This is an optimization exercise on Yosys and OpenROAD, whose aim is small area and a short achievable clock period, not a production implementation.
Function was not checked in any run shown here: the RTL went through the layout flow alone.

## flow/design.v (module list and top-level ports; edited modules follow where they fit)
// module cordic: 3499 lines
module cordic (
    input  wire        clk,
    input  wire        rst,
    input  wire        valid_i,
    input  wire signed [16:0] x_i,
    input  wire signed [16:0] y_i,
    output wire        valid_o,
    output wire signed [16:0] x_o,
    output wire signed [16:0] y_o
    );
  // ...
==> flow/run.sh <==
#!/bin/bash
# synth_recipe.tcl (not shown) runs the flow's synth.tcl, then flattens the netlist and writes it again
# the make line also repeats each setting of config.mk as NAME=value (left out here)
make -C /OpenROAD-flow-scripts/flow DESIGN_CONFIG=/design/flow/config.mk WORK_HOME=/design/flow/orfs CLKGATE_MAP_FILE= SYNTH_SCRIPT=/design/flow/synth_recipe.tcl finish
==> flow/config.mk <==
export PLATFORM = sky130hd
export DESIGN_NAME = cordic
export DESIGN_NICKNAME = cordic
export VERILOG_FILES = /design/flow/design.v
export SDC_FILE = /design/flow/constraint.sdc
export NUM_CORES = 4
export LEC_CHECK = 0
export CAP_MARGIN = 20
export CORE_MARGIN = 2
export CORE_UTILIZATION = 40
export SLEW_MARGIN = 20
==> flow/constraint.sdc <==
create_clock -name core_clock -period 4.6 [get_ports {clk}]
set_input_delay 0.9200 -clock core_clock [delete_from_list [all_inputs] [get_ports {clk}]]
set_output_delay 0.9200 -clock core_clock [all_outputs]
set_load 0.01 [all_outputs]
==> flow_summary.ini, run 1 <==
[sta]
fmax_mhz = 236
period_needed_ns = 4.23
final.setup_skew_ns = 0.0215
worst_slack_ns = 0.371
worstMarginPinSlew_ns = 0.819

[critical_path]
crit_arrival_ns = 4.81
reg2reg_depth = 16

[logic_synthesis]
synth.cells.most_frequent = 645 x ha_1, 602 x inv_1, 574 x dfxtp_1
async_reset_ff_frac = 0
syn_nets = 4776
synth_area_leaders = dfxtp_1 30%, ha_1 21%, xnor2_1 11%
syn_avg_cell_area_sq_um = 9.75
synth_compound_area_frac = 0.0875

[placement]
routabilityCongestion = 0.846
preCtsSetupSlack_ns = 0.326

[run_status]
status = no timing/DRC/antenna violations

[finish]
final_common_cell = ha_1
largest_class = multi-input combinational cells
nMultiInputCombCells = 2757
seq_cell_count = 574
seq-cell-share = 0.264
final_cells = 5441
multi_input_area_sq_mm = 0.0249
final-nonclk-buf-share = 0.0227

[die]
rows = 114

[clock_network]
clk_pin_slew_ns = 0.06
cts.sinks = 574

[detailed_routing]
first_iter_violations = 886

[worst_hold_path]
hold_path_end = vp[7]
==> inputs of run 2 (changes only) <==
--- a/flow/design.v
+++ b/flow/design.v
@@ -14,27 +14,28 @@
     always @(posedge clk)
         if (rst) vp <= 16'd0;
         else     vp <= {vp[14:0], valid_i};
     assign valid_o = vp[15];
     wire [16:0] ax, ay;
     assign ax = x_i[16] ? -x_i : x_i;
     assign ay = y_i[16] ? -y_i : y_i;
     reg [16:0] rx_a, ry_a;
-    always @(posedge clk) begin rx_a <= ax; ry_a <= ay; end
+    reg rd_a;
+    always @(posedge clk) begin rx_a <= ax; ry_a <= ay; rd_a <= |y_i[15:0]; end
     wire [16:0] x0, y0, xs0, ys0, nx0, ny0;
     wire d0;
     assign x0 = rx_a; assign y0 = ry_a;
-    assign d0 = ~y0[16] & (|y0[15:0]);
-    assign xs0 = $signed(x0) >>> 0;
-    assign ys0 = $signed(y0) >>> 0;
-    wire [16:0] nx0_b = ys0 ^ {17{~d0}};
+    assign d0 = rd_a;
+    assign xs0 = x0;
+    assign ys0 = y0;
+    wire [16:0] nx0_b = ys0 ^ {17{1'b0}};
     wire [16:0] nx0_s;
     wire [17:0] nx0_s_p, nx0_s_g;
-    assign nx0_s_g[0] = ~d0;
+    assign nx0_s_g[0] = 1'b0;
     assign nx0_s_p[0] = 1'b0;
     assign nx0_s_p[1] = x0[0] ^ nx0_b[0];
     assign nx0_s_g[1] = x0[0] & nx0_b[0];
     assign nx0_s_p[2] = x0[1] ^ nx0_b[1];
     assign nx0_s_g[2] = x0[1] & nx0_b[1];
     assign nx0_s_p[3] = x0[2] ^ nx0_b[2];
     assign nx0_s_g[3] = x0[2] & nx0_b[2];
     assign nx0_s_p[4] = x0[3] ^ nx0_b[3];
@@ -130,16 +131,17 @@
     assign nx0_s[9] = nx0_s_p[10] ^ nx0_s_G3_9;
     assign nx0_s[10] = nx0_s_p[11] ^ nx0_s_G3_10;
     assign nx0_s[11] = nx0_s_p[12] ^ nx0_s_G3_11;
     assign nx0_s[12] = nx0_s_p[13] ^ nx0_s_G3_12;
     assign nx0_s[13] = nx0_s_p[14] ^ nx0_s_G3_13;
     assign nx0_s[14] = nx0_s_p[15] ^ nx0_s_G3_14;
     assign nx0_s[15] = nx0_s_p[16] ^ nx0_s_G3_15;
     assign nx0_s[16] = nx0_s_p[17] ^ nx0_s_G4_16;
+    wire nx0_s_cm = nx0_s_G4_16;   
     assign nx0 = nx0_s;
     wire [16:0] ny0_b = xs0 ^ {17{d0}};
     wire [16:0] ny0_s;
     wire [17:0] ny0_s_p, ny0_s_g;
     assign ny0_s_g[0] = d0;
     assign ny0_s_p[0] = 1'b0;
     assign ny0_s_p[1] = y0[0] ^ ny0_b[0];
     assign ny0_s_g[1] = y0[0] & ny0_b[0];
@@ -240,33 +242,34 @@
     assign ny0_s[9] = ny0_s_p[10] ^ ny0_s_G3_9;
     assign ny0_s[10] = ny0_s_p[11] ^ ny0_s_G3_10;
     assign ny0_s[11] = ny0_s_p[12] ^ ny0_s_G3_11;
     assign ny0_s[12] = ny0_s_p[13] ^ ny0_s_G3_12;
     assign ny0_s[13] = ny0_s_p[14] ^ ny0_s_G3_13;
     assign ny0_s[14] = ny0_s_p[15] ^ ny0_s_G3_14;
     assign ny0_s[15] = ny0_s_p[16] ^ ny0_s_G3_15;
     assign ny0_s[16] = ny0_s_p[17] ^ ny0_s_G4_16;
+    wire ny0_s_cm = ny0_s_G4_16;   
     assign ny0 = ny0_s;
     reg [16:0] rx0, ry0;
     reg rd0;
-    wire [16:0] nz0;
-    assign nz0[0] = y0[0] ^ ny0_b[0] ^ d0;
-    assign nz0[16:1] = y0[16:1] ^ ny0_b[16:1] ^ (y0[15:0] | ny0_b[15:0]);
-    always @(posedge clk) begin rx0 <= nx0; ry0 <= ny0; rd0 <= ~ny0[16] & (|nz0); end
+    always @(posedge clk) begin rx0 <= nx0; ry0 <= ny0; rd0 <= (ny0_s_cm ? ny0_s_p[17] : ~ny0_s_p[17]) & (|ny0[15:0]); end
+    reg rdx0;
+    always @(posedge clk) rdx0 <= ~(ny0[16] | ~(|ny0[15:0]));
     wire [16:0] x1, y1, xs1, ys1, nx1, ny1;
     wire d1;
     assign x1 = rx0; assign y1 = ry0;
     assign d1 = rd0;
-    assign xs1 = $signed(x1) >>> 1;
-    assign ys1 = $signed(y1) >>> 1;
-    wire [16:0] nx1_b = ys1 ^ {17{~d1}};
+    assign xs1 = {{1{x1[16]}}, x1[16:1]};
+    assign ys1 = {{1{y1[16]}}, y1[16:1]};
+    wire dx1 = rdx0;
+    wire [16:0] nx1_b = ys1 ^ {17{~dx1}};
     wire [16:0] nx1_s;
     wire [17:0] nx1_s_p, nx1_s_g;
-    assign nx1_s_g[0] = ~d1;
+    assign nx1_s_g[0] = ~dx1;
     assign nx1_s_p[0] = 1'b0;
     assign nx1_s_p[1] = x1[0] ^ nx1_b[0];
     assign nx1_s_g[1] = x1[0] & nx1_b[0];
     assign nx1_s_p[2] = x1[1] ^ nx1_b[1];
     assign nx1_s_g[2] = x1[1] & nx1_b[1];
     assign nx1_s_p[3] = x1[2] ^ nx1_b[2];
     assign nx1_s_g[3] = x1[2] & nx1_b[2];
     assign nx1_s_p[4] = x1[3] ^ nx1_b[3];
@@ -362,16 +365,17 @@
     assign nx1_s[9] = nx1_s_p[10] ^ nx1_s_G3_9;
     assign nx1_s[10] = nx1_s_p[11] ^ nx1_s_G3_10;
     assign nx1_s[11] = nx1_s_p[12] ^ nx1_s_G3_11;
     assign nx1_s[12] = nx1_s_p[13] ^ nx1_s_G3_12;
     assign nx1_s[13] = nx1_s_p[14] ^ nx1_s_G3_13;
     assign nx1_s[14] = nx1_s_p[15] ^ nx1_s_G3_14;
     assign nx1_s[15] = nx1_s_p[16] ^ nx1_s_G3_15;
     assign nx1_s[16] = nx1_s_p[17] ^ nx1_s_G4_16;
+    wire nx1_s_cm = nx1_s_G4_16;   
     assign nx1 = nx1_s;
     wire [16:0] ny1_b = xs1 ^ {17{d1}};
     wire [16:0] ny1_s;
     wire [17:0] ny1_s_p, ny1_s_g;
     assign ny1_s_g[0] = d1;
     assign ny1_s_p[0] = 1'b0;
     assign ny1_s_p[1] = y1[0] ^ ny1_b[0];
     assign ny1_s_g[1] = y1[0] & ny1_b[0];
@@ -472,33 +476,34 @@
     assign ny1_s[9] = ny1_s_p[10] ^ ny1_s_G3_9;
     assign ny1_s[10] = ny1_s_p[11] ^ ny1_s_G3_10;
     assign ny1_s[11] = ny1_s_p[12] ^ ny1_s_G3_11;
     assign ny1_s[12] = ny1_s_p[13] ^ ny1_s_G3_12;
     assign ny1_s[13] = ny1_s_p[14] ^ ny1_s_G3_13;
     assign ny1_s[14] = ny1_s_p[15] ^ ny1_s_G3_14;
     assign ny1_s[15] = ny1_s_p[16] ^ ny1_s_G3_15;
     assign ny1_s[16] = ny1_s_p[17] ^ ny1_s_G4_16;
+    wire ny1_s_cm = ny1_s_G4_16;   
     assign ny1 = ny1_s;
     reg [16:0] rx1, ry1;
     reg rd1;
-    wire [16:0] nz1;
-    assign nz1[0] = y1[0] ^ ny1_b[0] ^ d1;
-    assign nz1[16:1] = y1[16:1] ^ ny1_b[16:1] ^ (y1[15:0] | ny1_b[15:0]);
-    always @(posedge clk) begin rx1 <= nx1; ry1 <= ny1; rd1 <= ~ny1[16] & (|nz1); end
+    always @(posedge clk) begin rx1 <= nx1; ry1 <= ny1; rd1 <= (ny1_s_cm ? ny1_s_p[17] : ~ny1_s_p[17]) & (|ny1[15:0]); end
+    reg rdx1;
+    always @(posedge clk) rdx1 <= ~(ny1[16] | ~(|ny1[15:0]));
     wire [16:0] x2, y2, xs2, ys2, nx2, ny2;
     wire d2;
     assign x2 = rx1; assign y2 = ry1;
     assign d2 = rd1;
-    assign xs2 = $signed(x2) >>> 2;
-    assign ys2 = $signed(y2) >>> 2;
-    wire [16:0] nx2_b = ys2 ^ {17{~d2}};
+    assign xs2 = {{2{x2[16]}}, x2[16:2]};
+    assign ys2 = {{2{y2[16]}}, y2[16:2]};
+    wire dx2 = rdx1;
+    wire [16:0] nx2_b = ys2 ^ {17{~dx2}};
     wire [16:0] nx2_s;
     wire [17:0] nx2_s_p, nx2_s_g;
-    assign nx2_s_g[0] = ~d2;
+    assign nx2_s_g[0] = ~dx2;
     assign nx2_s_p[0] = 1'b0;
     assign nx2_s_p[1] = x2[0] ^ nx2_b[0];
     assign nx2_s_g[1] = x2[0] & nx2_b[0];
     assign nx2_s_p[2] = x2[1] ^ nx2_b[1];
     assign nx2_s_g[2] = x2[1] & nx2_b[1];
     assign nx2_s_p[3] = x2[2] ^ nx2_b[2];
     assign nx2_s_g[3] = x2[2] & nx2_b[2];
     assign nx2_s_p[4] = x2[3] ^ nx2_b[3];
@@ -594,16 +599,17 @@
     assign nx2_s[9] = nx2_s_p[10] ^ nx2_s_G3_9;
     assign nx2_s[10] = nx2_s_p[11] ^ nx2_s_G3_10;
     assign nx2_s[11] = nx2_s_p[12] ^ nx2_s_G3_11;
     assign nx2_s[12] = nx2_s_p[13] ^ nx2_s_G3_12;
     assign nx2_s[13] = nx2_s_p[14] ^ nx2_s_G3_13;
     assign nx2_s[14] = nx2_s_p[15] ^ nx2_s_G3_14;
     assign nx2_s[15] = nx2_s_p[16] ^ nx2_s_G3_15;
     assign nx2_s[16] = nx2_s_p[17] ^ nx2_s_G4_16;
+    wire nx2_s_cm = nx2_s_G4_16;   
     assign nx2 = nx2_s;
     wire [16:0] ny2_b = xs2 ^ {17{d2}};
     wire [16:0] ny2_s;
     wire [17:0] ny2_s_p, ny2_s_g;
     assign ny2_s_g[0] = d2;
     assign ny2_s_p[0] = 1'b0;
     assign ny2_s_p[1] = y2[0] ^ ny2_b[0];
     assign ny2_s_g[1] = y2[0] & ny2_b[0];
@@ -704,33 +710,34 @@
     assign ny2_s[9] = ny2_s_p[10] ^ ny2_s_G3_9;
     assign ny2_s[10] = ny2_s_p[11] ^ ny2_s_G3_10;
     assign ny2_s[11] = ny2_s_p[12] ^ ny2_s_G3_11;
     assign ny2_s[12] = ny2_s_p[13] ^ ny2_s_G3_12;
     assign ny2_s[13] = ny2_s_p[14] ^ ny2_s_G3_13;
     assign ny2_s[14] = ny2_s_p[15] ^ ny2_s_G3_14;
     assign ny2_s[15] = ny2_s_p[16] ^ ny2_s_G3_15;
     assign ny2_s[16] = ny2_s_p[17] ^ ny2_s_G4_16;
+    wire ny2_s_cm = ny2_s_G4_16;   
     assign ny2 = ny2_s;
     reg [16:0] rx2, ry2;
     reg rd2;
-    wire [16:0] nz2;
-    assign nz2[0] = y2[0] ^ ny2_b[0] ^ d2;
-    assign nz2[16:1] = y2[16:1] ^ ny2_b[16:1] ^ (y2[15:0] | ny2_b[15:0]);
-    always @(posedge clk) begin rx2 <= nx2; ry2 <= ny2; rd2 <= ~ny2[16] & (|nz2); end
+    always @(posedge clk) begin rx2 <= nx2; ry2 <= ny2; rd2 <= (ny2_s_cm ? ny2_s_p[17] : ~ny2_s_p[17]) & (|ny2[15:0]); end
+    reg rdx2;
+    always @(posedge clk) rdx2 <= ~(ny2[16] | ~(|ny2[15:0]));
     wire [16:0] x3, y3, xs3, ys3, nx3, ny3;
     wire d3;
     assign x3 = rx2; assign y3 = ry2;
     assign d3 = rd2;
-    assign xs3 = $signed(x3) >>> 3;
-    assign ys3 = $signed(y3) >>> 3;
-    wire [16:0] nx3_b = ys3 ^ {17{~d3}};
+    assign xs3 = {{3{x3[16]}}, x3[16:3]};
+    assign ys3 = {{3{y3[16]}}, y3[16:3]};
+    wire dx3 = rdx2;
+    wire [16:0] nx3_b = ys3 ^ {17{~dx3}};
     wire [16:0] nx3_s;
     wire [17:0] nx3_s_p, nx3_s_g;
-    assign nx3_s_g[0] = ~d3;
+    assign nx3_s_g[0] = ~dx3;
     assign nx3_s_p[0] = 1'b0;
     assign nx3_s_p[1] = x3[0] ^ nx3_b[0];
     assign nx3_s_g[1] = x3[0] & nx3_b[0];
     assign nx3_s_p[2] = x3[1] ^ nx3_b[1];
     assign nx3_s_g[2] = x3[1] & nx3_b[1];
     assign nx3_s_p[3] = x3[2] ^ nx3_b[2];
     assign nx3_s_g[3] = x3[2] & nx3_b[2];
     assign nx3_s_p[4] = x3[3] ^ nx3_b[3];
@@ -826,16 +833,17 @@
     assign nx3_s[9] = nx3_s_p[10] ^ nx3_s_G3_9;
     assign nx3_s[10] = nx3_s_p[11] ^ nx3_s_G3_10;
     assign nx3_s[11] = nx3_s_p[12] ^ nx3_s_G3_11;
     assign nx3_s[12] = nx3_s_p[13] ^ nx3_s_G3_12;
     assign nx3_s[13] = nx3_s_p[14] ^ nx3_s_G3_13;
     assign nx3_s[14] = nx3_s_p[15] ^ nx3_s_G3_14;
     assign nx3_s[15] = nx3_s_p[16] ^ nx3_s_G3_15;
     assign nx3_s[16] = nx3_s_p[17] ^ nx3_s_G4_16;
+    wire nx3_s_cm = nx3_s_G4_16;   
     assign nx3 = nx3_s;
     wire [16:0] ny3_b = xs3 ^ {17{d3}};
     wire [16:0] ny3_s;
     wire [17:0] ny3_s_p, ny3_s_g;
     assign ny3_s_g[0] = d3;
     assign ny3_s_p[0] = 1'b0;
     assign ny3_s_p[1] = y3[0] ^ ny3_b[0];
     assign ny3_s_g[1] = y3[0] & ny3_b[0];
@@ -936,33 +944,34 @@
     assign ny3_s[9] = ny3_s_p[10] ^ ny3_s_G3_9;
     assign ny3_s[10] = ny3_s_p[11] ^ ny3_s_G3_10;
     assign ny3_s[11] = ny3_s_p[12] ^ ny3_s_G3_11;
     assign ny3_s[12] = ny3_s_p[13] ^ ny3_s_G3_12;
     assign ny3_s[13] = ny3_s_p[14] ^ ny3_s_G3_13;
     assign ny3_s[14] = ny3_s_p[15] ^ ny3_s_G3_14;
     assign ny3_s[15] = ny3_s_p[16] ^ ny3_s_G3_15;
     assign ny3_s[16] = ny3_s_p[17] ^ ny3_s_G4_16;
+    wire ny3_s_cm = ny3_s_G4_16;   
     assign ny3 = ny3_s;
     reg [16:0] rx3, ry3;
     reg rd3;
-    wire [16:0] nz3;
-    assign nz3[0] = y3[0] ^ ny3_b[0] ^ d3;
-    assign nz3[16:1] = y3[16:1] ^ ny3_b[16:1] ^ (y3[15:0] | ny3_b[15:0]);
-    always @(posedge clk) begin rx3 <= nx3; ry3 <= ny3; rd3 <= ~ny3[16] & (|nz3); end
+    always @(posedge clk) begin rx3 <= nx3; ry3 <= ny3; rd3 <= (ny3_s_cm ? ny3_s_p[17] : ~ny3_s_p[17]) & (|ny3[15:0]); end
+    reg rdx3;
+    always @(posedge clk) rdx3 <= ~(ny3[16] | ~(|ny3[15:0]));
     wire [16:0] x4, y4, xs4, ys4, nx4, ny4;
     wire d4;
     assign x4 = rx3; assign y4 = ry3;
     assign d4 = rd3;
-    assign xs4 = $signed(x4) >>> 4;
-    assign ys4 = $signed(y4) >>> 4;
-    wire [16:0] nx4_b = ys4 ^ {17{~d4}};
+    assign xs4 = {{4{x4[16]}}, x4[16:4]};
+    assign ys4 = {{4{y4[16]}}, y4[16:4]};
+    wire dx4 = rdx3;
+    wire [16:0] nx4_b = ys4 ^ {17{~dx4}};
     wire [16:0] nx4_s;
     wire [17:0] nx4_s_p, nx4_s_g;
-    assign nx4_s_g[0] = ~d4;
+    assign nx4_s_g[0] = ~dx4;
     assign nx4_s_p[0] = 1'b0;
     assign nx4_s_p[1] = x4[0] ^ nx4_b[0];
     assign nx4_s_g[1] = x4[0] & nx4_b[0];
     assign nx4_s_p[2] = x4[1] ^ nx4_b[1];
     assign nx4_s_g[2] = x4[1] & nx4_b[1];
     assign nx4_s_p[3] = x4[2] ^ nx4_b[2];
     assign nx4_s_g[3] = x4[2] & nx4_b[2];
     assign nx4_s_p[4] = x4[3] ^ nx4_b[3];
@@ -1058,16 +1067,17 @@
     assign nx4_s[9] = nx4_s_p[10] ^ nx4_s_G3_9;
     assign nx4_s[10] = nx4_s_p[11] ^ nx4_s_G3_10;
     assign nx4_s[11] = nx4_s_p[12] ^ nx4_s_G3_11;
     assign nx4_s[12] = nx4_s_p[13] ^ nx4_s_G3_12;
     assign nx4_s[13] = nx4_s_p[14] ^ nx4_s_G3_13;
     assign nx4_s[14] = nx4_s_p[15] ^ nx4_s_G3_14;
     assign nx4_s[15] = nx4_s_p[16] ^ nx4_s_G3_15;
     assign nx4_s[16] = nx4_s_p[17] ^ nx4_s_G4_16;
+    wire nx4_s_cm = nx4_s_G4_16;   
     assign nx4 = nx4_s;
     wire [16:0] ny4_b = xs4 ^ {17{d4}};
     wire [16:0] ny4_s;
     wire [17:0] ny4_s_p, ny4_s_g;
     assign ny4_s_g[0] = d4;
     assign ny4_s_p[0] = 1'b0;
     assign ny4_s_p[1] = y4[0] ^ ny4_b[0];
     assign ny4_s_g[1] = y4[0] & ny4_b[0];
@@ -1168,33 +1178,34 @@
     assign ny4_s[9] = ny4_s_p[10] ^ ny4_s_G3_9;
     assign ny4_s[10] = ny4_s_p[11] ^ ny4_s_G3_10;
     assign ny4_s[11] = ny4_s_p[12] ^ ny4_s_G3_11;
     assign ny4_s[12] = ny4_s_p[13] ^ ny4_s_G3_12;
     assign ny4_s[13] = ny4_s_p[14] ^ ny4_s_G3_13;
     assign ny4_s[14] = ny4_s_p[15] ^ ny4_s_G3_14;
     assign ny4_s[15] = ny4_s_p[16] ^ ny4_s_G3_15;
     assign ny4_s[16] = ny4_s_p[17] ^ ny4_s_G4_16;
+    wire ny4_s_cm = ny4_s_G4_16;   
     assign ny4 = ny4_s;
     reg [16:0] rx4, ry4;
     reg rd4;
-    wire [16:0] nz4;
-    assign nz4[0] = y4[0] ^ ny4_b[0] ^ d4;
-    assign nz4[16:1] = y4[16:1] ^ ny4_b[16:1] ^ (y4[15:0] | ny4_b[15:0]);
-    always @(posedge clk) begin rx4 <= nx4; ry4 <= ny4; rd4 <= ~ny4[16] & (|nz4); end
+    always @(posedge clk) begin rx4 <= nx4; ry4 <= ny4; rd4 <= (ny4_s_cm ? ny4_s_p[17] : ~ny4_s_p[17]) & (|ny4[15:0]); end
+    reg rdx4;
+    always @(posedge clk) rdx4 <= ~(ny4[16] | ~(|ny4[15:0]));
     wire [16:0] x5, y5, xs5, ys5, nx5, ny5;
     wire d5;
     assign x5 = rx4; assign y5 = ry4;
     assign d5 = rd4;
-    assign xs5 = $signed(x5) >>> 5;
-    assign ys5 = $signed(y5) >>> 5;
-    wire [16:0] nx5_b = ys5 ^ {17{~d5}};
+    assign xs5 = {{5{x5[16]}}, x5[16:5]};
+    assign ys5 = {{5{y5[16]}}, y5[16:5]};
+    wire dx5 = rdx4;
+    wire [16:0] nx5_b = ys5 ^ {17{~dx5}};
     wire [16:0] nx5_s;
     wire [17:0] nx5_s_p, nx5_s_g;
-    assign nx5_s_g[0] = ~d5;
+    assign nx5_s_g[0] = ~dx5;
     assign nx5_s_p[0] = 1'b0;
     assign nx5_s_p[1] = x5[0] ^ nx5_b[0];
     assign nx5_s_g[1] = x5[0] & nx5_b[0];
     assign nx5_s_p[2] = x5[1] ^ nx5_b[1];
     assign nx5_s_g[2] = x5[1] & nx5_b[1];
     assign nx5_s_p[3] = x5[2] ^ nx5_b[2];
     assign nx5_s_g[3] = x5[2] & nx5_b[2];
     assign nx5_s_p[4] = x5[3] ^ nx5_b[3];
@@ -1290,16 +1301,17 @@
     assign nx5_s[9] = nx5_s_p[10] ^ nx5_s_G3_9;
     assign nx5_s[10] = nx5_s_p[11] ^ nx5_s_G3_10;
     assign nx5_s[11] = nx5_s_p[12] ^ nx5_s_G3_11;
     assign nx5_s[12] = nx5_s_p[13] ^ nx5_s_G3_12;
     assign nx5_s[13] = nx5_s_p[14] ^ nx5_s_G3_13;
     assign nx5_s[14] = nx5_s_p[15] ^ nx5_s_G3_14;
     assign nx5_s[15] = nx5_s_p[16] ^ nx5_s_G3_15;
     assign nx5_s[16] = nx5_s_p[17] ^ nx5_s_G4_16;
+    wire nx5_s_cm = nx5_s_G4_16;   
     assign nx5 = nx5_s;
     wire [16:0] ny5_b = xs5 ^ {17{d5}};
     wire [16:0] ny5_s;
     wire [17:0] ny5_s_p, ny5_s_g;
     assign ny5_s_g[0] = d5;
     assign ny5_s_p[0] = 1'b0;
     assign ny5_s_p[1] = y5[0] ^ ny5_b[0];
     assign ny5_s_g[1] = y5[0] & ny5_b[0];
@@ -1400,33 +1412,34 @@
     assign ny5_s[9] = ny5_s_p[10] ^ ny5_s_G3_9;
     assign ny5_s[10] = ny5_s_p[11] ^ ny5_s_G3_10;
     assign ny5_s[11] = ny5_s_p[12] ^ ny5_s_G3_11;
     assign ny5_s[12] = ny5_s_p[13] ^ ny5_s_G3_12;
     assign ny5_s[13] = ny5_s_p[14] ^ ny5_s_G3_13;
     assign ny5_s[14] = ny5_s_p[15] ^ ny5_s_G3_14;
     assign ny5_s[15] = ny5_s_p[16] ^ ny5_s_G3_15;
     assign ny5_s[16] = ny5_s_p[17] ^ ny5_s_G4_16;
+    wire ny5_s_cm = ny5_s_G4_16;   
     assign ny5 = ny5_s;
     reg [16:0] rx5, ry5;
     reg rd5;
-    wire [16:0] nz5;
-    assign nz5[0] = y5[0] ^ ny5_b[0] ^ d5;
-    assign nz5[16:1] = y5[16:1] ^ ny5_b[16:1] ^ (y5[15:0] | ny5_b[15:0]);
-    always @(posedge clk) begin rx5 <= nx5; ry5 <= ny5; rd5 <= ~ny5[16] & (|nz5); end
+    always @(posedge clk) begin rx5 <= nx5; ry5 <= ny5; rd5 <= (ny5_s_cm ? ny5_s_p[17] : ~ny5_s_p[17]) & (|ny5[15:0]); end
+    reg rdx5;
+    always @(posedge clk) rdx5 <= ~(ny5[16] | ~(|ny5[15:0]));
     wire [16:0] x6, y6, xs6, ys6, nx6, ny6;
     wire d6;
     assign x6 = rx5; assign y6 = ry5;
     assign d6 = rd5;
-    assign xs6 = $signed(x6) >>> 6;
-    assign ys6 = $signed(y6) >>> 6;
-    wire [16:0] nx6_b = ys6 ^ {17{~d6}};
+    assign xs6 = {{6{x6[16]}}, x6[16:6]};
+    assign ys6 = {{6{y6[16]}}, y6[16:6]};
+    wire dx6 = rdx5;
+    wire [16:0] nx6_b = ys6 ^ {17{~dx6}};
     wire [16:0] nx6_s;
     wire [17:0] nx6_s_p, nx6_s_g;
-    assign nx6_s_g[0] = ~d6;
+    assign nx6_s_g[0] = ~dx6;
     assign nx6_s_p[0] = 1'b0;
     assign nx6_s_p[1] = x6[0] ^ nx6_b[0];
     assign nx6_s_g[1] = x6[0] & nx6_b[0];
     assign nx6_s_p[2] = x6[1] ^ nx6_b[1];
     assign nx6_s_g[2] = x6[1] & nx6_b[1];
     assign nx6_s_p[3] = x6[2] ^ nx6_b[2];
     assign nx6_s_g[3] = x6[2] & nx6_b[2];
     assign nx6_s_p[4] = x6[3] ^ nx6_b[3];
@@ -1522,16 +1535,17 @@
     assign nx6_s[9] = nx6_s_p[10] ^ nx6_s_G3_9;
     assign nx6_s[10] = nx6_s_p[11] ^ nx6_s_G3_10;
     assign nx6_s[11] = nx6_s_p[12] ^ nx6_s_G3_11;
     assign nx6_s[12] = nx6_s_p[13] ^ nx6_s_G3_12;
     assign nx6_s[13] = nx6_s_p[14] ^ nx6_s_G3_13;
     assign nx6_s[14] = nx6_s_p[15] ^ nx6_s_G3_14;
     assign nx6_s[15] = nx6_s_p[16] ^ nx6_s_G3_15;
     assign nx6_s[16] = nx6_s_p[17] ^ nx6_s_G4_16;
+    wire nx6_s_cm = nx6_s_G4_16;   
     assign nx6 = nx6_s;
     wire [16:0] ny6_b = xs6 ^ {17{d6}};
     wire [16:0] ny6_s;
     wire [17:0] ny6_s_p, ny6_s_g;
     assign ny6_s_g[0] = d6;
     assign ny6_s_p[0] = 1'b0;
     assign ny6_s_p[1] = y6[0] ^ ny6_b[0];
     assign ny6_s_g[1] = y6[0] & ny6_b[0];
@@ -1632,33 +1646,34 @@
     assign ny6_s[9] = ny6_s_p[10] ^ ny6_s_G3_9;
     assign ny6_s[10] = ny6_s_p[11] ^ ny6_s_G3_10;
     assign ny6_s[11] = ny6_s_p[12] ^ ny6_s_G3_11;
     assign ny6_s[12] = ny6_s_p[13] ^ ny6_s_G3_12;
     assign ny6_s[13] = ny6_s_p[14] ^ ny6_s_G3_13;
     assign ny6_s[14] = ny6_s_p[15] ^ ny6_s_G3_14;
     assign ny6_s[15] = ny6_s_p[16] ^ ny6_s_G3_15;
     assign ny6_s[16] = ny6_s_p[17] ^ ny6_s_G4_16;
+    wire ny6_s_cm = ny6_s_G4_16;   
     assign ny6 = ny6_s;
     reg [16:0] rx6, ry6;
     reg rd6;
-    wire [16:0] nz6;
-    assign nz6[0] = y6[0] ^ ny6_b[0] ^ d6;
-    assign nz6[16:1] = y6[16:1] ^ ny6_b[16:1] ^ (y6[15:0] | ny6_b[15:0]);
-    always @(posedge clk) begin rx6 <= nx6; ry6 <= ny6; rd6 <= ~ny6[16] & (|nz6); end
+    always @(posedge clk) begin rx6 <= nx6; ry6 <= ny6; rd6 <= (ny6_s_cm ? ny6_s_p[17] : ~ny6_s_p[17]) & (|ny6[15:0]); end
+    reg rdx6;
+    always @(posedge clk) rdx6 <= ~(ny6[16] | ~(|ny6[15:0]));
     wire [16:0] x7, y7, xs7, ys7, nx7, ny7;
     wire d7;
     assign x7 = rx6; assign y7 = ry6;
     assign d7 = rd6;
-    assign xs7 = $signed(x7) >>> 7;
-    assign ys7 = $signed(y7) >>> 7;
-    wire [16:0] nx7_b = ys7 ^ {17{~d7}};
+    assign xs7 = {{7{x7[16]}}, x7[16:7]};
+    assign ys7 = {{7{y7[16]}}, y7[16:7]};
+    wire dx7 = rdx6;
+    wire [16:0] nx7_b = ys7 ^ {17{~dx7}};
     wire [16:0] nx7_s;
     wire [17:0] nx7_s_p, nx7_s_g;
-    assign nx7_s_g[0] = ~d7;
+    assign nx7_s_g[0] = ~dx7;
     assign nx7_s_p[0] = 1'b0;
     assign nx7_s_p[1] = x7[0] ^ nx7_b[0];
     assign nx7_s_g[1] = x7[0] & nx7_b[0];
     assign nx7_s_p[2] = x7[1] ^ nx7_b[1];
     assign nx7_s_g[2] = x7[1] & nx7_b[1];
     assign nx7_s_p[3] = x7[2] ^ nx7_b[2];
     assign nx7_s_g[3] = x7[2] & nx7_b[2];
     assign nx7_s_p[4] = x7[3] ^ nx7_b[3];
@@ -1754,16 +1769,17 @@
     assign nx7_s[9] = nx7_s_p[10] ^ nx7_s_G3_9;
     assign nx7_s[10] = nx7_s_p[11] ^ nx7_s_G3_10;
     assign nx7_s[11] = nx7_s_p[12] ^ nx7_s_G3_11;
     assign nx7_s[12] = nx7_s_p[13] ^ nx7_s_G3_12;
     assign nx7_s[13] = nx7_s_p[14] ^ nx7_s_G3_13;
     assign nx7_s[14] = nx7_s_p[15] ^ nx7_s_G3_14;
     assign nx7_s[15] = nx7_s_p[16] ^ nx7_s_G3_15;
     assign nx7_s[16] = nx7_s_p[17] ^ nx7_s_G4_16;
+    wire nx7_s_cm = nx7_s_G4_16;   
     assign nx7 = nx7_s;
     wire [16:0] ny7_b = xs7 ^ {17{d7}};
     wire [16:0] ny7_s;
     wire [17:0] ny7_s_p, ny7_s_g;
     assign ny7_s_g[0] = d7;
     assign ny7_s_p[0] = 1'b0;
     assign ny7_s_p[1] = y7[0] ^ ny7_b[0];
     assign ny7_s_g[1] = y7[0] & ny7_b[0];
@@ -1864,33 +1880,34 @@
     assign ny7_s[9] = ny7_s_p[10] ^ ny7_s_G3_9;
     assign ny7_s[10] = ny7_s_p[11] ^ ny7_s_G3_10;
     assign ny7_s[11] = ny7_s_p[12] ^ ny7_s_G3_11;
     assign ny7_s[12] = ny7_s_p[13] ^ ny7_s_G3_12;
     assign ny7_s[13] = ny7_s_p[14] ^ ny7_s_G3_13;
     assign ny7_s[14] = ny7_s_p[15] ^ ny7_s_G3_14;
     assign ny7_s[15] = ny7_s_p[16] ^ ny7_s_G3_15;
     assign ny7_s[16] = ny7_s_p[17] ^ ny7_s_G4_16;
+    wire ny7_s_cm = ny7_s_G4_16;   
     assign ny7 = ny7_s;
     reg [16:0] rx7, ry7;
     reg rd7;
-    wire [16:0] nz7;
-    assign nz7[0] = y7[0] ^ ny7_b[0] ^ d7;
-    assign nz7[16:1] = y7[16:1] ^ ny7_b[16:1] ^ (y7[15:0] | ny7_b[15:0]);
-    always @(posedge clk) begin rx7 <= nx7; ry7 <= ny7; rd7 <= ~ny7[16] & (|nz7); end
+    always @(posedge clk) begin rx7 <= nx7; ry7 <= ny7; rd7 <= (ny7_s_cm ? ny7_s_p[17] : ~ny7_s_p[17]) & (|ny7[15:0]); end
+    reg rdx7;
+    always @(posedge clk) rdx7 <= ~(ny7[16] | ~(|ny7[15:0]));
     wire [16:0] x8, y8, xs8, ys8, nx8, ny8;
     wire d8;
     assign x8 = rx7; assign y8 = ry7;
     assign d8 = rd7;
-    assign xs8 = $signed(x8) >>> 8;
-    assign ys8 = $signed(y8) >>> 8;
-    wire [16:0] nx8_b = ys8 ^ {17{~d8}};
+    assign xs8 = {{8{x8[16]}}, x8[16:8]};
+    assign ys8 = {{8{y8[16]}}, y8[16:8]};
+    wire dx8 = rdx7;
+    wire [16:0] nx8_b = ys8 ^ {17{~dx8}};
     wire [16:0] nx8_s;
     wire [17:0] nx8_s_p, nx8_s_g;
-    assign nx8_s_g[0] = ~d8;
+    assign nx8_s_g[0] = ~dx8;
     assign nx8_s_p[0] = 1'b0;
     assign nx8_s_p[1] = x8[0] ^ nx8_b[0];
     assign nx8_s_g[1] = x8[0] & nx8_b[0];
     assign nx8_s_p[2] = x8[1] ^ nx8_b[1];
     assign nx8_s_g[2] = x8[1] & nx8_b[1];
     assign nx8_s_p[3] = x8[2] ^ nx8_b[2];
     assign nx8_s_g[3] = x8[2] & nx8_b[2];
     assign nx8_s_p[4] = x8[3] ^ nx8_b[3];
@@ -1986,16 +2003,17 @@
     assign nx8_s[9] = nx8_s_p[10] ^ nx8_s_G3_9;
     assign nx8_s[10] = nx8_s_p[11] ^ nx8_s_G3_10;
     assign nx8_s[11] = nx8_s_p[12] ^ nx8_s_G3_11;
     assign nx8_s[12] = nx8_s_p[13] ^ nx8_s_G3_12;
     assign nx8_s[13] = nx8_s_p[14] ^ nx8_s_G3_13;
     assign nx8_s[14] = nx8_s_p[15] ^ nx8_s_G3_14;
     assign nx8_s[15] = nx8_s_p[16] ^ nx8_s_G3_15;
     assign nx8_s[16] = nx8_s_p[17] ^ nx8_s_G4_16;
+    wire nx8_s_cm = nx8_s_G4_16;   
     assign nx8 = nx8_s;
     wire [16:0] ny8_b = xs8 ^ {17{d8}};
     wire [16:0] ny8_s;
     wire [17:0] ny8_s_p, ny8_s_g;
     assign ny8_s_g[0] = d8;
     assign ny8_s_p[0] = 1'b0;
     assign ny8_s_p[1] = y8[0] ^ ny8_b[0];
     assign ny8_s_g[1] = y8[0] & ny8_b[0];
@@ -2096,33 +2114,34 @@
     assign ny8_s[9] = ny8_s_p[10] ^ ny8_s_G3_9;
     assign ny8_s[10] = ny8_s_p[11] ^ ny8_s_G3_10;
     assign ny8_s[11] = ny8_s_p[12] ^ ny8_s_G3_11;
     assign ny8_s[12] = ny8_s_p[13] ^ ny8_s_G3_12;
     assign ny8_s[13] = ny8_s_p[14] ^ ny8_s_G3_13;
     assign ny8_s[14] = ny8_s_p[15] ^ ny8_s_G3_14;
     assign ny8_s[15] = ny8_s_p[16] ^ ny8_s_G3_15;
     assign ny8_s[16] = ny8_s_p[17] ^ ny8_s_G4_16;
+    wire ny8_s_cm = ny8_s_G4_16;   
     assign ny8 = ny8_s;
     reg [16:0] rx8, ry8;
     reg rd8;
-    wire [16:0] nz8;
-    assign nz8[0] = y8[0] ^ ny8_b[0] ^ d8;
-    assign nz8[16:1] = y8[16:1] ^ ny8_b[16:1] ^ (y8[15:0] | ny8_b[15:0]);
-    always @(posedge clk) begin rx8 <= nx8; ry8 <= ny8; rd8 <= ~ny8[16] & (|nz8); end
+    always @(posedge clk) begin rx8 <= nx8; ry8 <= ny8; rd8 <= (ny8_s_cm ? ny8_s_p[17] : ~ny8_s_p[17]) & (|ny8[15:0]); end
+    reg rdx8;
+    always @(posedge clk) rdx8 <= ~(ny8[16] | ~(|ny8[15:0]));
     wire [16:0] x9, y9, xs9, ys9, nx9, ny9;
     wire d9;
     assign x9 = rx8; assign y9 = ry8;
     assign d9 = rd8;
-    assign xs9 = $signed(x9) >>> 9;
-    assign ys9 = $signed(y9) >>> 9;
-    wire [16:0] nx9_b = ys9 ^ {17{~d9}};
+    assign xs9 = {{9{x9[16]}}, x9[16:9]};
+    assign ys9 = {{9{y9[16]}}, y9[16:9]};
+    wire dx9 = rdx8;
+    wire [16:0] nx9_b = ys9 ^ {17{~dx9}};
     wire [16:0] nx9_s;
     wire [17:0] nx9_s_p, nx9_s_g;
-    assign nx9_s_g[0] = ~d9;
+    assign nx9_s_g[0] = ~dx9;
     assign nx9_s_p[0] = 1'b0;
     assign nx9_s_p[1] = x9[0] ^ nx9_b[0];
     assign nx9_s_g[1] = x9[0] & nx9_b[0];
     assign nx9_s_p[2] = x9[1] ^ nx9_b[1];
     assign nx9_s_g[2] = x9[1] & nx9_b[1];
     assign nx9_s_p[3] = x9[2] ^ nx9_b[2];
     assign nx9_s_g[3] = x9[2] & nx9_b[2];
     assign nx9_s_p[4] = x9[3] ^ nx9_b[3];
@@ -2218,16 +2237,17 @@
     assign nx9_s[9] = nx9_s_p[10] ^ nx9_s_G3_9;
     assign nx9_s[10] = nx9_s_p[11] ^ nx9_s_G3_10;
     assign nx9_s[11] = nx9_s_p[12] ^ nx9_s_G3_11;
     assign nx9_s[12] = nx9_s_p[13] ^ nx9_s_G3_12;
     assign nx9_s[13] = nx9_s_p[14] ^ nx9_s_G3_13;
     assign nx9_s[14] = nx9_s_p[15] ^ nx9_s_G3_14;
     assign nx9_s[15] = nx9_s_p[16] ^ nx9_s_G3_15;
     assign nx9_s[16] = nx9_s_p[17] ^ nx9_s_G4_16;
+    wire nx9_s_cm = nx9_s_G4_16;   
     assign nx9 = nx9_s;
     wire [16:0] ny9_b = xs9 ^ {17{d9}};
     wire [16:0] ny9_s;
     wire [17:0] ny9_s_p, ny9_s_g;
     assign ny9_s_g[0] = d9;
     assign ny9_s_p[0] = 1'b0;
     assign ny9_s_p[1] = y9[0] ^ ny9_b[0];
     assign ny9_s_g[1] = y9[0] & ny9_b[0];
@@ -2328,33 +2348,34 @@
     assign ny9_s[9] = ny9_s_p[10] ^ ny9_s_G3_9;
     assign ny9_s[10] = ny9_s_p[11] ^ ny9_s_G3_10;
     assign ny9_s[11] = ny9_s_p[12] ^ ny9_s_G3_11;
     assign ny9_s[12] = ny9_s_p[13] ^ ny9_s_G3_12;
     assign ny9_s[13] = ny9_s_p[14] ^ ny9_s_G3_13;
     assign ny9_s[14] = ny9_s_p[15] ^ ny9_s_G3_14;
     assign ny9_s[15] = ny9_s_p[16] ^ ny9_s_G3_15;
     assign ny9_s[16] = ny9_s_p[17] ^ ny9_s_G4_16;
+    wire ny9_s_cm = ny9_s_G4_16;   
     assign ny9 = ny9_s;
     reg [16:0] rx9, ry9;
     reg rd9;
-    wire [16:0] nz9;
-    assign nz9[0] = y9[0] ^ ny9_b[0] ^ d9;
-    assign nz9[16:1] = y9[16:1] ^ ny9_b[16:1] ^ (y9[15:0] | ny9_b[15:0]);
-    always @(posedge clk) begin rx9 <= nx9; ry9 <= ny9; rd9 <= ~ny9[16] & (|nz9); end
+    always @(posedge clk) begin rx9 <= nx9; ry9 <= ny9; rd9 <= (ny9_s_cm ? ny9_s_p[17] : ~ny9_s_p[17]) & (|ny9[15:0]); end
+    reg rdx9;
+    always @(posedge clk) rdx9 <= ~(ny9[16] | ~(|ny9[15:0]));
     wire [16:0] x10, y10, xs10, ys10, nx10, ny10;
     wire d10;
     assign x10 = rx9; assign y10 = ry9;
     assign d10 = rd9;
-    assign xs10 = $signed(x10) >>> 10;
-    assign ys10 = $signed(y10) >>> 10;
-    wire [16:0] nx10_b = ys10 ^ {17{~d10}};
+    assign xs10 = {{10{x10[16]}}, x10[16:10]};
+    assign ys10 = {{10{y10[16]}}, y10[16:10]};
+    wire dx10 = rdx9;
+    wire [16:0] nx10_b = ys10 ^ {17{~dx10}};
     wire [16:0] nx10_s;
     wire [17:0] nx10_s_p, nx10_s_g;
-    assign nx10_s_g[0] = ~d10;
+    assign nx10_s_g[0] = ~dx10;
     assign nx10_s_p[0] = 1'b0;
     assign nx10_s_p[1] = x10[0] ^ nx10_b[0];
     assign nx10_s_g[1] = x10[0] & nx10_b[0];
     assign nx10_s_p[2] = x10[1] ^ nx10_b[1];
     assign nx10_s_g[2] = x10[1] & nx10_b[1];
     assign nx10_s_p[3] = x10[2] ^ nx10_b[2];
     assign nx10_s_g[3] = x10[2] & nx10_b[2];
     assign nx10_s_p[4] = x10[3] ^ nx10_b[3];
@@ -2450,16 +2471,17 @@
     assign nx10_s[9] = nx10_s_p[10] ^ nx10_s_G3_9;
     assign nx10_s[10] = nx10_s_p[11] ^ nx10_s_G3_10;
     assign nx10_s[11] = nx10_s_p[12] ^ nx10_s_G3_11;
     assign nx10_s[12] = nx10_s_p[13] ^ nx10_s_G3_12;
     assign nx10_s[13] = nx10_s_p[14] ^ nx10_s_G3_13;
     assign nx10_s[14] = nx10_s_p[15] ^ nx10_s_G3_14;
     assign nx10_s[15] = nx10_s_p[16] ^ nx10_s_G3_15;
     assign nx10_s[16] = nx10_s_p[17] ^ nx10_s_G4_16;
+    wire nx10_s_cm = nx10_s_G4_16;   
     assign nx10 = nx10_s;
     wire [16:0] ny10_b = xs10 ^ {17{d10}};
     wire [16:0] ny10_s;
     wire [17:0] ny10_s_p, ny10_s_g;
     assign ny10_s_g[0] = d10;
     assign ny10_s_p[0] = 1'b0;
     assign ny10_s_p[1] = y10[0] ^ ny10_b[0];
     assign ny10_s_g[1] = y10[0] & ny10_b[0];
@@ -2560,33 +2582,34 @@
     assign ny10_s[9] = ny10_s_p[10] ^ ny10_s_G3_9;
     assign ny10_s[10] = ny10_s_p[11] ^ ny10_s_G3_10;
     assign ny10_s[11] = ny10_s_p[12] ^ ny10_s_G3_11;
     assign ny10_s[12] = ny10_s_p[13] ^ ny10_s_G3_12;
     assign ny10_s[13] = ny10_s_p[14] ^ ny10_s_G3_13;
     assign ny10_s[14] = ny10_s_p[15] ^ ny10_s_G3_14;
     assign ny10_s[15] = ny10_s_p[16] ^ ny10_s_G3_15;
     assign ny10_s[16] = ny10_s_p[17] ^ ny10_s_G4_16;
+    wire ny10_s_cm = ny10_s_G4_16;   
     assign ny10 = ny10_s;
     reg [16:0] rx10, ry10;
     reg rd10;
-    wire [16:0] nz10;
-    assign nz10[0] = y10[0] ^ ny10_b[0] ^ d10;
-    assign nz10[16:1] = y10[16:1] ^ ny10_b[16:1] ^ (y10[15:0] | ny10_b[15:0]);
-    always @(posedge clk) begin rx10 <= nx10; ry10 <= ny10; rd10 <= ~ny10[16] & (|nz10); end
+    always @(posedge clk) begin rx10 <= nx10; ry10 <= ny10; rd10 <= (ny10_s_cm ? ny10_s_p[17] : ~ny10_s_p[17]) & (|ny10[15:0]); end
+    reg rdx10;
+    always @(posedge clk) rdx10 <= ~(ny10[16] | ~(|ny10[15:0]));
     wire [16:0] x11, y11, xs11, ys11, nx11, ny11;
     wire d11;
     assign x11 = rx10; assign y11 = ry10;
     assign d11 = rd10;
-    assign xs11 = $signed(x11) >>> 11;
-    assign ys11 = $signed(y11) >>> 11;
-    wire [16:0] nx11_b = ys11 ^ {17{~d11}};
+    assign xs11 = {{11{x11[16]}}, x11[16:11]};
+    assign ys11 = {{11{y11[16]}}, y11[16:11]};
+    wire dx11 = rdx10;
+    wire [16:0] nx11_b = ys11 ^ {17{~dx11}};
     wire [16:0] nx11_s;
     wire [17:0] nx11_s_p, nx11_s_g;
-    assign nx11_s_g[0] = ~d11;
+    assign nx11_s_g[0] = ~dx11;
     assign nx11_s_p[0] = 1'b0;
     assign nx11_s_p[1] = x11[0] ^ nx11_b[0];
     assign nx11_s_g[1] = x11[0] & nx11_b[0];
     assign nx11_s_p[2] = x11[1] ^ nx11_b[1];
     assign nx11_s_g[2] = x11[1] & nx11_b[1];
     assign nx11_s_p[3] = x11[2] ^ nx11_b[2];
     assign nx11_s_g[3] = x11[2] & nx11_b[2];
     assign nx11_s_p[4] = x11[3] ^ nx11_b[3];
@@ -2682,16 +2705,17 @@
     assign nx11_s[9] = nx11_s_p[10] ^ nx11_s_G3_9;
     assign nx11_s[10] = nx11_s_p[11] ^ nx11_s_G3_10;
     assign nx11_s[11] = nx11_s_p[12] ^ nx11_s_G3_11;
     assign nx11_s[12] = nx11_s_p[13] ^ nx11_s_G3_12;
     assign nx11_s[13] = nx11_s_p[14] ^ nx11_s_G3_13;
     assign nx11_s[14] = nx11_s_p[15] ^ nx11_s_G3_14;
     assign nx11_s[15] = nx11_s_p[16] ^ nx11_s_G3_15;
     assign nx11_s[16] = nx11_s_p[17] ^ nx11_s_G4_16;
+    wire nx11_s_cm = nx11_s_G4_16;   
     assign nx11 = nx11_s;
     wire [16:0] ny11_b = xs11 ^ {17{d11}};
     wire [16:0] ny11_s;
     wire [17:0] ny11_s_p, ny11_s_g;
     assign ny11_s_g[0] = d11;
     assign ny11_s_p[0] = 1'b0;
     assign ny11_s_p[1] = y11[0] ^ ny11_b[0];
     assign ny11_s_g[1] = y11[0] & ny11_b[0];
@@ -2792,33 +2816,34 @@
     assign ny11_s[9] = ny11_s_p[10] ^ ny11_s_G3_9;
     assign ny11_s[10] = ny11_s_p[11] ^ ny11_s_G3_10;
     assign ny11_s[11] = ny11_s_p[12] ^ ny11_s_G3_11;
     assign ny11_s[12] = ny11_s_p[13] ^ ny11_s_G3_12;
     assign ny11_s[13] = ny11_s_p[14] ^ ny11_s_G3_13;
     assign ny11_s[14] = ny11_s_p[15] ^ ny11_s_G3_14;
     assign ny11_s[15] = ny11_s_p[16] ^ ny11_s_G3_15;
     assign ny11_s[16] = ny11_s_p[17] ^ ny11_s_G4_16;
+    wire ny11_s_cm = ny11_s_G4_16;   
     assign ny11 = ny11_s;
     reg [16:0] rx11, ry11;
     reg rd11;
-    wire [16:0] nz11;
-    assign nz11[0] = y11[0] ^ ny11_b[0] ^ d11;
-    assign nz11[16:1] = y11[16:1] ^ ny11_b[16:1] ^ (y11[15:0] | ny11_b[15:0]);
-    always @(posedge clk) begin rx11 <= nx11; ry11 <= ny11; rd11 <= ~ny11[16] & (|nz11); end
+    always @(posedge clk) begin rx11 <= nx11; ry11 <= ny11; rd11 <= (ny11_s_cm ? ny11_s_p[17] : ~ny11_s_p[17]) & (|ny11[15:0]); end
+    reg rdx11;
+    always @(posedge clk) rdx11 <= ~(ny11[16] | ~(|ny11[15:0]));
     wire [16:0] x12, y12, xs12, ys12, nx12, ny12;
     wire d12;
     assign x12 = rx11; assign y12 = ry11;
     assign d12 = rd11;
-    assign xs12 = $signed(x12) >>> 12;
-    assign ys12 = $signed(y12) >>> 12;
-    wire [16:0] nx12_b = ys12 ^ {17{~d12}};
+    assign xs12 = {{12{x12[16]}}, x12[16:12]};
+    assign ys12 = {{12{y12[16]}}, y12[16:12]};
+    wire dx12 = rdx11;
+    wire [16:0] nx12_b = ys12 ^ {17{~dx12}};
     wire [16:0] nx12_s;
     wire [17:0] nx12_s_p, nx12_s_g;
-    assign nx12_s_g[0] = ~d12;
+    assign nx12_s_g[0] = ~dx12;
     assign nx12_s_p[0] = 1'b0;
     assign nx12_s_p[1] = x12[0] ^ nx12_b[0];
     assign nx12_s_g[1] = x12[0] & nx12_b[0];
     assign nx12_s_p[2] = x12[1] ^ nx12_b[1];
     assign nx12_s_g[2] = x12[1] & nx12_b[1];
     assign nx12_s_p[3] = x12[2] ^ nx12_b[2];
     assign nx12_s_g[3] = x12[2] & nx12_b[2];
     assign nx12_s_p[4] = x12[3] ^ nx12_b[3];
@@ -2914,16 +2939,17 @@
     assign nx12_s[9] = nx12_s_p[10] ^ nx12_s_G3_9;
     assign nx12_s[10] = nx12_s_p[11] ^ nx12_s_G3_10;
     assign nx12_s[11] = nx12_s_p[12] ^ nx12_s_G3_11;
     assign nx12_s[12] = nx12_s_p[13] ^ nx12_s_G3_12;
     assign nx12_s[13] = nx12_s_p[14] ^ nx12_s_G3_13;
     assign nx12_s[14] = nx12_s_p[15] ^ nx12_s_G3_14;
     assign nx12_s[15] = nx12_s_p[16] ^ nx12_s_G3_15;
     assign nx12_s[16] = nx12_s_p[17] ^ nx12_s_G4_16;
+    wire nx12_s_cm = nx12_s_G4_16;   
     assign nx12 = nx12_s;
     wire [16:0] ny12_b = xs12 ^ {17{d12}};
     wire [16:0] ny12_s;
     wire [17:0] ny12_s_p, ny12_s_g;
     assign ny12_s_g[0] = d12;
     assign ny12_s_p[0] = 1'b0;
     assign ny12_s_p[1] = y12[0] ^ ny12_b[0];
     assign ny12_s_g[1] = y12[0] & ny12_b[0];
@@ -3024,33 +3050,34 @@
     assign ny12_s[9] = ny12_s_p[10] ^ ny12_s_G3_9;
     assign ny12_s[10] = ny12_s_p[11] ^ ny12_s_G3_10;
     assign ny12_s[11] = ny12_s_p[12] ^ ny12_s_G3_11;
     assign ny12_s[12] = ny12_s_p[13] ^ ny12_s_G3_12;
     assign ny12_s[13] = ny12_s_p[14] ^ ny12_s_G3_13;
     assign ny12_s[14] = ny12_s_p[15] ^ ny12_s_G3_14;
     assign ny12_s[15] = ny12_s_p[16] ^ ny12_s_G3_15;
     assign ny12_s[16] = ny12_s_p[17] ^ ny12_s_G4_16;
+    wire ny12_s_cm = ny12_s_G4_16;   
     assign ny12 = ny12_s;
     reg [16:0] rx12, ry12;
     reg rd12;
-    wire [16:0] nz12;
-    assign nz12[0] = y12[0] ^ ny12_b[0] ^ d12;
-    assign nz12[16:1] = y12[16:1] ^ ny12_b[16:1] ^ (y12[15:0] | ny12_b[15:0]);
-    always @(posedge clk) begin rx12 <= nx12; ry12 <= ny12; rd12 <= ~ny12[16] & (|nz12); end
+    always @(posedge clk) begin rx12 <= nx12; ry12 <= ny12; rd12 <= (ny12_s_cm ? ny12_s_p[17] : ~ny12_s_p[17]) & (|ny12[15:0]); end
+    reg rdx12;
+    always @(posedge clk) rdx12 <= ~(ny12[16] | ~(|ny12[15:0]));
     wire [16:0] x13, y13, xs13, ys13, nx13, ny13;
     wire d13;
     assign x13 = rx12; assign y13 = ry12;
     assign d13 = rd12;
-    assign xs13 = $signed(x13) >>> 13;
-    assign ys13 = $signed(y13) >>> 13;
-    wire [16:0] nx13_b = ys13 ^ {17{~d13}};
+    assign xs13 = {{13{x13[16]}}, x13[16:13]};
+    assign ys13 = {{13{y13[16]}}, y13[16:13]};
+    wire dx13 = rdx12;
+    wire [16:0] nx13_b = ys13 ^ {17{~dx13}};
     wire [16:0] nx13_s;
     wire [17:0] nx13_s_p, nx13_s_g;
-    assign nx13_s_g[0] = ~d13;
+    assign nx13_s_g[0] = ~dx13;
     assign nx13_s_p[0] = 1'b0;
     assign nx13_s_p[1] = x13[0] ^ nx13_b[0];
     assign nx13_s_g[1] = x13[0] & nx13_b[0];
     assign nx13_s_p[2] = x13[1] ^ nx13_b[1];
     assign nx13_s_g[2] = x13[1] & nx13_b[1];
     assign nx13_s_p[3] = x13[2] ^ nx13_b[2];
     assign nx13_s_g[3] = x13[2] & nx13_b[2];
     assign nx13_s_p[4] = x13[3] ^ nx13_b[3];
@@ -3146,16 +3173,17 @@
     assign nx13_s[9] = nx13_s_p[10] ^ nx13_s_G3_9;
     assign nx13_s[10] = nx13_s_p[11] ^ nx13_s_G3_10;
     assign nx13_s[11] = nx13_s_p[12] ^ nx13_s_G3_11;
     assign nx13_s[12] = nx13_s_p[13] ^ nx13_s_G3_12;
     assign nx13_s[13] = nx13_s_p[14] ^ nx13_s_G3_13;
     assign nx13_s[14] = nx13_s_p[15] ^ nx13_s_G3_14;
     assign nx13_s[15] = nx13_s_p[16] ^ nx13_s_G3_15;
     assign nx13_s[16] = nx13_s_p[17] ^ nx13_s_G4_16;
+    wire nx13_s_cm = nx13_s_G4_16;   
     assign nx13 = nx13_s;
     wire [16:0] ny13_b = xs13 ^ {17{d13}};
     wire [16:0] ny13_s;
     wire [17:0] ny13_s_p, ny13_s_g;
     assign ny13_s_g[0] = d13;
     assign ny13_s_p[0] = 1'b0;
     assign ny13_s_p[1] = y13[0] ^ ny13_b[0];
     assign ny13_s_g[1] = y13[0] & ny13_b[0];
@@ -3256,33 +3284,34 @@
     assign ny13_s[9] = ny13_s_p[10] ^ ny13_s_G3_9;
     assign ny13_s[10] = ny13_s_p[11] ^ ny13_s_G3_10;
     assign ny13_s[11] = ny13_s_p[12] ^ ny13_s_G3_11;
     assign ny13_s[12] = ny13_s_p[13] ^ ny13_s_G3_12;
     assign ny13_s[13] = ny13_s_p[14] ^ ny13_s_G3_13;
     assign ny13_s[14] = ny13_s_p[15] ^ ny13_s_G3_14;
     assign ny13_s[15] = ny13_s_p[16] ^ ny13_s_G3_15;
     assign ny13_s[16] = ny13_s_p[17] ^ ny13_s_G4_16;
+    wire ny13_s_cm = ny13_s_G4_16;   
     assign ny13 = ny13_s;
     reg [16:0] rx13, ry13;
     reg rd13;
-    wire [16:0] nz13;
-    assign nz13[0] = y13[0] ^ ny13_b[0] ^ d13;
-    assign nz13[16:1] = y13[16:1] ^ ny13_b[16:1] ^ (y13[15:0] | ny13_b[15:0]);
-    always @(posedge clk) begin rx13 <= nx13; ry13 <= ny13; rd13 <= ~ny13[16] & (|nz13); end
+    always @(posedge clk) begin rx13 <= nx13; ry13 <= ny13; rd13 <= (ny13_s_cm ? ny13_s_p[17] : ~ny13_s_p[17]) & (|ny13[15:0]); end
+    reg rdx13;
+    always @(posedge clk) rdx13 <= ~(ny13[16] | ~(|ny13[15:0]));
     wire [16:0] x14, y14, xs14, ys14, nx14, ny14;
     wire d14;
     assign x14 = rx13; assign y14 = ry13;
     assign d14 = rd13;
-    assign xs14 = $signed(x14) >>> 14;
-    assign ys14 = $signed(y14) >>> 14;
-    wire [16:0] nx14_b = ys14 ^ {17{~d14}};
+    assign xs14 = {{14{x14[16]}}, x14[16:14]};
+    assign ys14 = {{14{y14[16]}}, y14[16:14]};
+    wire dx14 = rdx13;
+    wire [16:0] nx14_b = ys14 ^ {17{~dx14}};
     wire [16:0] nx14_s;
     wire [17:0] nx14_s_p, nx14_s_g;
-    assign nx14_s_g[0] = ~d14;
+    assign nx14_s_g[0] = ~dx14;
     assign nx14_s_p[0] = 1'b0;
     assign nx14_s_p[1] = x14[0] ^ nx14_b[0];
     assign nx14_s_g[1] = x14[0] & nx14_b[0];
     assign nx14_s_p[2] = x14[1] ^ nx14_b[1];
     assign nx14_s_g[2] = x14[1] & nx14_b[1];
     assign nx14_s_p[3] = x14[2] ^ nx14_b[2];
     assign nx14_s_g[3] = x14[2] & nx14_b[2];
     assign nx14_s_p[4] = x14[3] ^ nx14_b[3];
@@ -3378,16 +3407,17 @@
     assign nx14_s[9] = nx14_s_p[10] ^ nx14_s_G3_9;
     assign nx14_s[10] = nx14_s_p[11] ^ nx14_s_G3_10;
     assign nx14_s[11] = nx14_s_p[12] ^ nx14_s_G3_11;
     assign nx14_s[12] = nx14_s_p[13] ^ nx14_s_G3_12;
     assign nx14_s[13] = nx14_s_p[14] ^ nx14_s_G3_13;
     assign nx14_s[14] = nx14_s_p[15] ^ nx14_s_G3_14;
     assign nx14_s[15] = nx14_s_p[16] ^ nx14_s_G3_15;
     assign nx14_s[16] = nx14_s_p[17] ^ nx14_s_G4_16;
+    wire nx14_s_cm = nx14_s_G4_16;   
     assign nx14 = nx14_s;
     wire [16:0] ny14_b = xs14 ^ {17{d14}};
     wire [16:0] ny14_s;
     wire [17:0] ny14_s_p, ny14_s_g;
     assign ny14_s_g[0] = d14;
     assign ny14_s_p[0] = 1'b0;
     assign ny14_s_p[1] = y14[0] ^ ny14_b[0];
     assign ny14_s_g[1] = y14[0] & ny14_b[0];
@@ -3488,14 +3518,15 @@
     assign ny14_s[9] = ny14_s_p[10] ^ ny14_s_G3_9;
     assign ny14_s[10] = ny14_s_p[11] ^ ny14_s_G3_10;
     assign ny14_s[11] = ny14_s_p[12] ^ ny14_s_G3_11;
     assign ny14_s[12] = ny14_s_p[13] ^ ny14_s_G3_12;
     assign ny14_s[13] = ny14_s_p[14] ^ ny14_s_G3_13;
     assign ny14_s[14] = ny14_s_p[15] ^ ny14_s_G3_14;
     assign ny14_s[15] = ny14_s_p[16] ^ ny14_s_G3_15;
     assign ny14_s[16] = ny14_s_p[17] ^ ny14_s_G4_16;
+    wire ny14_s_cm = ny14_s_G4_16;   
     assign ny14 = ny14_s;
     reg [16:0] rx14, ry14;
     always @(posedge clk) begin rx14 <= nx14; ry14 <= ny14; end
     assign x_o = rx14;
     assign y_o = ry14;
 endmodule
==> flow/config.mk (replaced) <==
export PLATFORM = sky130hd
export DESIGN_NAME = cordic
export DESIGN_NICKNAME = cordic
export VERILOG_FILES = /design/flow/design.v
export SDC_FILE = /design/flow/constraint.sdc
export NUM_CORES = 4
export LEC_CHECK = 0
export ABC_AREA = 1
export CAP_MARGIN = 20
export CORE_MARGIN = 2
export CORE_UTILIZATION = 40
export SETUP_SLACK_MARGIN = 1.5
export SLEW_MARGIN = 20
==> run 2 against run 1 <==
- area after synthesis fell by 3.5%
- die area fell by 3.5%
- core utilization rose by 3.8 points
- register-to-register slack improved by 1.0 ns
- final cell count rose by 17%
- largest cell class unchanged
==> flow_summary.ini, run 2 <==
[sta]
rsz0062_at_grt = true
slew_viol_final = 0
timing.final.crit_share = 0.701
hold_violations = 0
worstMarginPinSlew_ns = 0.590
final.setup_skew_ns = 0.0458
relSlewSlack = 0.604
fmax_mhz = 310
setup_tns_ns = 0
period_needed_ns = 3.23
setup_viol = 0
worst_hold_slack_ns = 0.400
worst_slack_ns = 1.37

[die]
initial_core_util = 0.402
ios = 72
die_y_um = 310
rows = 112
die_w_um = 310
core_area_sq_mm = 0.0929
die-area_sq_mm = 0.0959

[logic_synthesis]
synth_edf_count = 0
syn_avg_cell_area_sq_um = 7.92
async_reset_ff_frac = 0
synth_area_leaders = dfxtp_1 31%, ha_1 14%, nand2_1 10%
yosys_most_used_dff = dfxtp_1
synth_seq_cells = 575
synth.top_cell.area_share = 0.308
synthMostInstantiatedCell = nand2_1
synthCells = 4721
yosysWarnings = 1
syn_nets = 5301
yosysSeqAreaShare = 0.308
synth_top_area_cell = dfxtp_1
synth_cell_types = 47
synth.cells.most_frequent = 1045 x nand2_1, 823 x inv_1, 575 x dfxtp_1
syn_area_sq_mm = 0.0374

[detailed_routing]
post_drt_wl_per_cell_um = 13.7
dr.pass1.iters = 5
ant_nets = 0
drc = 0
first_iter_violations = 1052
drt-total-wl_um = 87000
routed_via_density = 4.64
num_vias = 29400

[placement]
preCtsSetupSlack_ns = 0.969
port-buffer-count = 71
routabilityCongestion = 0.849
hpwl_um = 68000

[global_routing]
grt_pass1_wl_um = 139000
grt.overflow.total = 0
grtUsageTotal = 0.179
grt_pass1_vias = 28800
grt_start_max_net_pins = 21
antenna_found_initial = 0

[worst_hold_path]
hold_path.class = reg2reg
min_from = vp[4]
hold_path_end = vp[5]
worstHoldPathCells = 2

[critical_path]
reg2reg_depth = 20
cp_data_required_time_ns = 5.11
worstSetupPathType = reg2reg
crit_top_cell = nand2_1
cp_cell_sequence = buf_4, xor2_1, ha_1, nand2_1, nor2_1, nand2_1, nand2_4, nand2_1, nand2_1, a21oi_1, fa_1, inv_1, nor3_1, nand3_1, nor2_1, nand3_1, nor2_1, nand2_1, nor2_1, a21oi_1
timing.rr.end = rdx8
cpPeakStageDelay_ns = 0.50
rrSetupSlack_ns = 1.37
critical-path-slowest-cell = fa_1
cp-start-kind = flop
end_kind = flop
critPathMaxFanout = 8
timing.rr.start = rdx7
crit_arrival_ns = 3.74

[clock_network]
cts_inserted_buffers = 70
cts_hold_buf = 0
clk_path_buf_depth = 3
cts.sinks = 575
root_buffer = clkbuf_16
htree_levels = 3
clock_latency_ns = 0.64
tritoncts = built
clk_pin_slew_ns = 0.06

[finish]
nNetsFinal = 5622
area_growth_pct = 21.8
drive_above_1_share = 0.143
final_common_cell = nand2_1
antenna_cells = 0
layout_common_cells = 973 x nand2_1, 787 x inv_1, 552 x dfxtp_1

[run_status]
status = no timing/DRC/antenna violations

[flow_run]
max_cap_viol_count = 0
-- run 2: cell count changes after synthesis, moves of 70 or more --
cell     change
a21oi_1    +123
xnor2_1    -237
nor2_1     +145
nand2_1    +928
nand3_1    +185
inv_1      +221
ha_1       -222
xor2_1     -203
nand2_2     +70
-- run 2: timing repair --
| item | in CTS | in global routing |
|---|---|---|
| gates resized for setup | 123 | 292 |
| cloned | 2 | 4 |
| endpoints found under the setup margin | 37 | 38 |
| setup buffers | 70 | 121 |
| pin swaps | 50 | 151 |
-- run 2: worst max-delay path: cells and delay by family (launching register included) --
kind,cells,cell delay (ns)
buffers and inverters,2,0.23
AND/OR/NAND/NOR,13,1.33
XOR/XNOR,1,0.16
adder cells (fa/ha/maj),2,0.85
flip-flops,1,0.39
AO/OA/AOI/OAI,2,0.15
-- run 2: through the flow --
| stage | utilization | instances | cell area, sq um |
|---|---|---|---|
| 3_5_place_dp | 0.426 | 6027 | 39600 |
| 4_1_cts | 0.464 | 6220 | 43100 |
| 2_1_floorplan | - | 4721 | 37400 |
| 6_report | 0.490 | 6345 | 45500 |
| 3_3_place_gp | 0.426 | 6027 | 39600 |
| 5_1_grt | 0.490 | 6345 | 45500 |
-- run 2: metal layers --
layer / up-vias / global-route usage / part of all wire
li1: 15500 / - / -
met1: 13400 / 0.191 / 0.41
met2: 345 / 0.348 / 0.53
met3: 181 / 0.0240 / 0.024
met4: 0 / 0.0752 / 0.042
met5: - / 0 / 0
-- run 2: logic make-up after synthesis --
group,synth area share
compound gates,0.0794
xor+xnor,0.115
fa+ha+maj,0.206
buf+inv,0.0902
flops,0.308
simple gates,0.202
-- run 2: layout make-up --
class                           count  area, sq um
Clock buffer                       91         1920
Clock inverter                     30          462
Fill cell                        8717        47400
Inverter                          837         3190
Multi-Input combinational cell   3274        24200
Sequential cell                   575        11600
Tap cell                         1254         1570
Timing Repair Buffer              282         2580
Timing Repair inverter              2         12.5
-- run 2: worst max-delay path by stage --
stage	start	end	slack [ns]	depth (start not counted)
after global routing	rdx7	rdx8	1.17	20
after floorplan	rdx12	rdx13	1.50	21
after CTS	rx7[16]	rdx8	1.34	20
after detailed placement	rdx1	rdx2	0.97	18
after global placement	rdx3	rdx4	1.00	20
final	rdx7	rdx8	1.37	20

-- static timing again, ports no longer ideal --
The flow's constraints put no driver on any port. The routed layouts listed below were extracted and timed again, unchanged, in two steps. Step 1: set_driving_cell puts a clkbuf_16 on clk and a buf_2 on each other input, an assumption about the parent block. Step 2 times the ports against the registers' clock, not the clock port: input delays grow and output delays shrink by t, the midpoint of the rising clock arrivals with the driver on. a / b / c = ideal ports / drivers / drivers and shift; a / b = the first two.
run	shift t [ns]	setup WS [ns]	worst setup path at the end	cell pins on the clock port's net
run 1	0.693	0.371 / 0.371 / 0.371	register to register	1
run 2	0.685	1.374 / 1.374 / 1.374	register to register	1
After both steps every run listed still meets setup and hold.
